This design comes from an exercise in tuning for small area on the open sky130 flow, not from production work.
In this exercise RTL edits were held to simulation tests only and were not proved equivalent to the original.

[design/flow/config.mk]
export PLATFORM = sky130hd
export DESIGN_NAME = top_module
export DESIGN_NICKNAME = top_module
export VERILOG_FILES = /design/flow/design.v
export SDC_FILE = /design/flow/constraint.sdc
export NUM_CORES = 4
export LEC_CHECK = 0
export CAP_MARGIN = 20
export CORE_MARGIN = 2
export CORE_UTILIZATION = 40
export SLEW_MARGIN = 20
[design/flow/constraint.sdc]
create_clock -name core_clock -period 14.0 [get_ports {clk}]
set_input_delay 2.8000 -clock core_clock [delete_from_list [all_inputs] [get_ports {clk}]]
set_output_delay 2.8000 -clock core_clock [all_outputs]
set_load 0.01 [all_outputs]
[design/flow/design.v]
module input_manager (
    input logic clk,
    input logic reset,
    input logic [3:0] dip_switch,
    input logic input_ready,
    output logic [11:0] number_out,
    output logic ready
);
    logic [3:0] units;
    logic [3:0] tens;
    logic [3:0] hundreds;
    logic [1:0] state;
    always_ff @(posedge clk or posedge reset) begin
        if (reset) begin
            units <= 4'b0;
            tens <= 4'b0;
            hundreds <= 4'b0;
            state <= 2'b00;
            ready <= 1'b0;  
        end else begin
            case (state)
                2'b00: begin
                    if (input_ready) begin
                        hundreds <= dip_switch;  
                        state <= 2'b01;  
                    end
                end
                2'b01: begin
                    if (input_ready) begin
                        tens <= dip_switch;  
                        state <= 2'b10;  
                    end
                end
                2'b10: begin
                    if (input_ready) begin
                        units <= dip_switch;  
                        state <= 2'b00;  
                        ready <= 1'b1;  
                    end
                end
            endcase
        end
    end
    assign number_out = (hundreds * 100) + (tens * 10) + units;  
endmodule
module adder_submodule (
    input logic clk,              
    input logic reset,           
    input logic [11 : 0] number1,         
    input logic [11 : 0] number2,         
    input logic enable,                   
    output logic [11 : 0] sum_result,     
    output logic sum_state                
);
    logic [11 : 0] sum_reg;           
    logic sum_ready;                     
    always_ff @(posedge clk or posedge reset) begin
        if (reset) begin
            sum_reg <= 12'b0;          
            sum_ready <= 1'b0;         
        end else if (enable) begin
            sum_reg <= number1 + number2;
            sum_ready <= 1'b1; 
        end
    end
    assign sum_result = sum_reg;
    assign sum_state = sum_ready;  
endmodule
module display_multiplexer(
    input logic clk,
    input logic reset,
    input logic [11:0] sum_result,                     
    output logic [6:0] segments,                       
    output logic [3:0] display_select                  
);
    logic [3:0] units, tens, hundreds, thousands;      
    logic [1:0] current_display;                
    logic [19:0] refresh_counter;              
    always_comb begin
        thousands = sum_result / 1000;                 
        hundreds = (sum_result % 1000) / 100;          
        tens = (sum_result % 100) / 10;                
        units = sum_result % 10;                       
    end
    always_ff @(posedge clk or posedge reset) begin    
        if (reset) begin
            refresh_counter <= 0;
            current_display <= 0;
        end else begin
            refresh_counter <= refresh_counter + 1;
            if (refresh_counter == 10000) begin
                refresh_counter <= 0;
                current_display <= current_display + 1;
            end
        end
    end
    always_comb begin
        case(current_display)
            2'b00: display_select = 4'b1110;           
            2'b01: display_select = 4'b1101;           
            2'b10: display_select = 4'b1011;           
            2'b11: display_select = 4'b0111;           
            default: display_select = 4'b1111; 
        endcase
    end
    always_comb begin                                  
        segments = 7'b0000000;
        case(display_select)
            4'b1110: segments = display_to_segments(units);
            4'b1101: segments = display_to_segments(tens);
            4'b1011: segments = display_to_segments(hundreds);
            4'b0111: segments = display_to_segments(thousands);
            default: segments = 7'b0000000;
        endcase
    end
    function [6:0] display_to_segments(input logic [3:0] digit);
        case(digit)
            4'd0: display_to_segments = 7'b1111110;
            4'd1: display_to_segments = 7'b0110000;
            4'd2: display_to_segments = 7'b1101101; 
            4'd3: display_to_segments = 7'b1111001;
            4'd4: display_to_segments = 7'b0110011; 
            4'd5: display_to_segments = 7'b1011011;
            4'd6: display_to_segments = 7'b1011111; 
            4'd7: display_to_segments = 7'b1110000;
            4'd8: display_to_segments = 7'b1111111; 
            4'd9: display_to_segments = 7'b1110011; 
            default: display_to_segments = 7'b0000000;
        endcase
    endfunction
endmodule
module top_module (
    input logic clk,
    input logic reset,
    input logic [3:0] dip_switch,       
    input logic input_ready1,           
    input logic input_ready2,           
    output logic [6:0] segments,        
    output logic [3:0] display_select   
);
    logic [11:0] number1, number2, sum_result;
    logic ready1, ready2, enable_adder,sum_ready;
    logic [1:0] state;
    typedef enum logic [1:0] {
        IM = 2'b00,    
        ADD = 2'b01,     
        DISPLAY = 2'b10  
    } state_t;
    state_t current_state, next_state;
    input_manager input_manager1 (
        .clk(clk),
        .reset(reset),
        .dip_switch(dip_switch),
        .input_ready(input_ready1),
        .number_out(number1),
        .ready(ready1)
    );
    input_manager input_manager2 (
        .clk(clk),
        .reset(reset),
        .dip_switch(dip_switch),
        .input_ready(input_ready2),
        .number_out(number2),
        .ready(ready2)
    );
    adder_submodule adder (
        .clk(clk),
        .reset(reset),
        .number1(number1),
        .number2(number2),
        .enable(enable_adder), 
        .sum_result(sum_result),
        .sum_state(sum_ready)
    );
    display_multiplexer display (
        .clk(clk),
        .reset(reset),
        .sum_result(sum_result),
        .segments(segments),
        .display_select(display_select)
    );
    always_ff @(posedge clk or posedge reset) begin
        if (reset) begin
            current_state <= IM;
        end else begin
            current_state <= next_state;
        end
    end
    always_comb begin
        enable_adder = 1'b0;
        next_state = current_state; 
        case (current_state)
            IM: begin
                if (ready1 & ready2) begin
                    next_state = ADD;
                end
            end
            ADD: begin
                enable_adder = 1'b1;
                if (sum_ready) begin
                    next_state = DISPLAY;
                end
            end
            DISPLAY: begin
                next_state = DISPLAY; 
            end
            default: next_state = IM;
        endcase
    end
endmodule
[design/flow/run.sh]
#!/bin/bash
# synth_recipe.tcl (not shown) runs the flow's synth.tcl, then flattens the netlist and writes it again
# the make line also repeats each setting of config.mk as NAME=value (left out here)
make -C /OpenROAD-flow-scripts/flow DESIGN_CONFIG=/design/flow/config.mk WORK_HOME=/design/flow/orfs CLKGATE_MAP_FILE= SYNTH_SCRIPT=/design/flow/synth_recipe.tcl finish
==> key figures <==
Hold path
  • Hold path start: input_manager1.ready
  • Worst hold path type: flip-flop to flip-flop

Synthesis
  • Mean Syn Cell Area: approximately 8 um^2
  • Cells after Synth: 1299
  • Number of enable flip-flop cells after synthesis: 0
  • Synth warnings: 4
  • Post-synth top flop: dfrtp_1
  • Synth top area share: 0.1610
  • Yosys top cell by area: dfrtp_1
  • Synth Register Bits: 67
  • Seq/Total Area, Yosys: 0.1610
  • Synth top area cells: dfrtp_1, ha_1, xnor2_1
  • Netlist cell types: between 100 and 150
  • Syn_nets: 1424
  • FFs w/ async S/R, synth: 1.000
  • Synth Cell Area: approximately 10000 um^2

Critical path
  • Critical path class: flip-flop to output pin
  • Worst-path fanout max: 14
  • Type of origin of the critical path: flip-flop
  • Worst EP required: 11200 ps
  • CP arrival: roughly 10000 ps
  • Worst reg2reg startpoint: input_manager1.tens[1]
  • Crit-path slowest cell: or4b_1
  • CP endpoint kind: output pin
  • Crit-path max cell delay: around 760 ps
  • Worst setup startpoint: adder.sum_reg[9]

Cells and area
  • Number of flip-flops in the largest register: 20
  • FILL cells: 2606
  • Antenna diodes: 0
  • Post-route non-filler standard cell count: ~1600
  • Layout cells sized above 1: 0.09190
  • Fin nets: 1404
  • Final Core Density: 0.4310
  • Area grow syn2layout: 6.933%

Clocking
  • H-tree lvl count: 3
  • Post-CTS setup buffers: 0
  • CTS tree: built
  • CTS Hold Bufs: 0
  • Worst-skew pair later-pin latency: 320 ps
  • Clk sinks: 67
  • Cts repair resizes: 0
  • Max clock buf depth: 2
  • Num CTS Buffers: 9
  • CTS root buf: clkbuf_16
  • CTS clk-pin slew, worst paths: ~60 ps

Drt
  • Vias per cell: between 5 and 6
  • WL/cell: roughly 16 um
  • DRT Wirelength: roughly 26000 um
  • Via count: about 9600
  • Initial drt markers: 880
  • Drt drc: 0
  • Post-route ant nets: 0
  • First drt pass iteration count: 6

Timing
  • Tmin final: ~13000 ps
  • RSZ-0062 raised after global routing: no
  • Final Hold Fails: 0
  • Max transition margin: 0.3741
  • F_max: 0.07552 GHz
  • Setup tns final: 0 ps
  • Max-slew violations: 0
  • Fin crit share: 0.9458
  • Measured slew at the worst slew-check pin: 934.8 ps
  • Clock Skew: 5.275 ps
  • Worst setup margin: 758.8 ps
  • Final setup vio count: 0

Global route
  • All-Layer GR Usage: 0.1914
  • Overflow left after global routing: 0
  • Largest net degree at the start of global routing: 68
  • Initial antenna violation count: 0
  • First-pass GRT wire length: between 40000 and 50000 um
  • Vias in the first global route: 8966

Die
  • I/O pins: 19
  • Core area: ~26000 um^2
  • Die area: approximately 27000 um^2
  • FP Rows: between 50 and 60
  • Initial core utilization: 0.4031
  • Die X: 165.4 um
  • Die height: roughly 170 um

Place
  • Placed Cells incl. Taps: between 1500 and 2000
  • Detailed placer's ending HPWL: approximately 20000 um
  • Pre-CTS WS: 1188 ps
  • Port bufs: 18
  • Gpl congestion: a little under 0.9

Flow run
  • Maxcap violations: 0

Run status
  • Status: timing/DRC/antenna clean
-- worst paths after layout --
kind                                      endpoint  slack, ps  cells after the start
setup / recovery                       segments[0]        760                     32
hold / removal                input_manager1.ready        470                      1
setup reg to reg                 adder.sum_reg[11]       9440                     16
hold reg to reg               input_manager1.ready        470                      1
max in group asynchronous         adder.sum_reg[6]      10420                      3
min in group asynchronous  input_manager2.state[1]       3050                      3
-- cells in the final DEF (no fill, tap or decap), types with 13 or more instances in the layout --
master and n:
nor2_1 91, buf_4 16, ha_1 93, or3_1 17, and3_1 13, a31oi_1 20
a211oi_1 13, nand2b_1 15, nand2_1 117, a21o_1 21, o21a_1 18, xor2_1 21
clkdlybuf4s50_1 18, nor4_1 18, mux2_2 32, a21oi_1 57, o21ai_0 82, o211ai_1 14
and2_1 17, nor2b_1 14, mux2i_1 18, fa_1 24, nand3_1 41, dfrtp_1 67
inv_1 68, nor3_1 36, xnor2_1 57
-- critical path: cells and delay by family, from the launching register on --
family | cells | cell delay, ps
AO/OA/AOI/OAI | 15 | 4330
adder cells (fa/ha/maj) | 2 | 600
buffers and inverters | 2 | 620
flip-flops | 1 | 380
multiplexers | 1 | 410
AND/OR/NAND/NOR | 12 | 3750
-- layer usage --
metal | track usage | wire, um
met5 | 0 | 0
met3 | 0.01748 | 1099
met2 | 0.3227 | 12350
met1 | 0.2682 | 12390
met4 | 0.03762 | 323
-- kinds of logic after synthesis --
kind of cell | share of synthesized area
multiplexers | 0.05767
AND/OR/NAND/NOR | 0.2231
flip-flops | 0.1610
buffers and inverters | 0.05623
XOR/XNOR | 0.06716
adder cells (fa/ha/maj) | 0.1646
AO/OA/AOI/OAI | 0.2702
-- synth_stat cells, drive strengths merged (15+ instances only) --
master	n
xnor2	58
nor2	93
fa	24
a21o	21
inv	72
buf	20
nor4	21
a21oi	58
o21ai	87
or3	17
mux2	33
ha	93
a31oi	20
nand2	118
nor3	42
xor2	21
clkbuf	45
mux2i	18
o211ai	15
o21a	18
nand3	42
dfrtp	67
and2	19
nand2b	15
-- final cells by class --
type | count | area [um^2] | share of cell area
multi-input cells | 1093 | 8159 | 0.7327
flip-flops and latches | 67 | 1677 | 0.1506
well taps | 335 | 419.2 | 0.03764
repair buffers | 34 | 300.3 | 0.02697
inverters | 74 | 277.8 | 0.02494
clock buffers | 10 | 239.0 | 0.02146
clock inverters | 6 | 63.81 | 0.005730
-- stage by stage --
stage | area (um^2) | hold WS (ps)
after floorplan | 10410 | 434.6
after global placement | 10830 | 453.6
after detailed placement | 10830 | 459.1
after CTS | 11130 | 473.2
after global routing | 11140 | 492.9
final | 11140 | 469.9

[port drivers added, routing unchanged]
The flow's constraints put no driver on any port. The routed layout listed below was extracted and timed again, unchanged, in two steps.
Step 1, drivers: a clkbuf_16 drives clk and a buf_2 each remaining input, both assumed.
Step 2 moves the port delays by t, midway between the first and last clock arrival at a register: inputs arrive t later, outputs are due t later. That takes back most of the time a late clock gives input paths.
Three values: no drivers, after step 1, after step 2; two values: the first two.
t, ns: 0.356
setup WS [ns]: 0.759 / 0.722 / 1.079
latest minus earliest clock arrival (ns): 0.005 / 0.005
After both steps this run still meets setup and hold. The setup slack of this run moves by -0.037 ns with the drivers and by +0.320 ns with both steps.
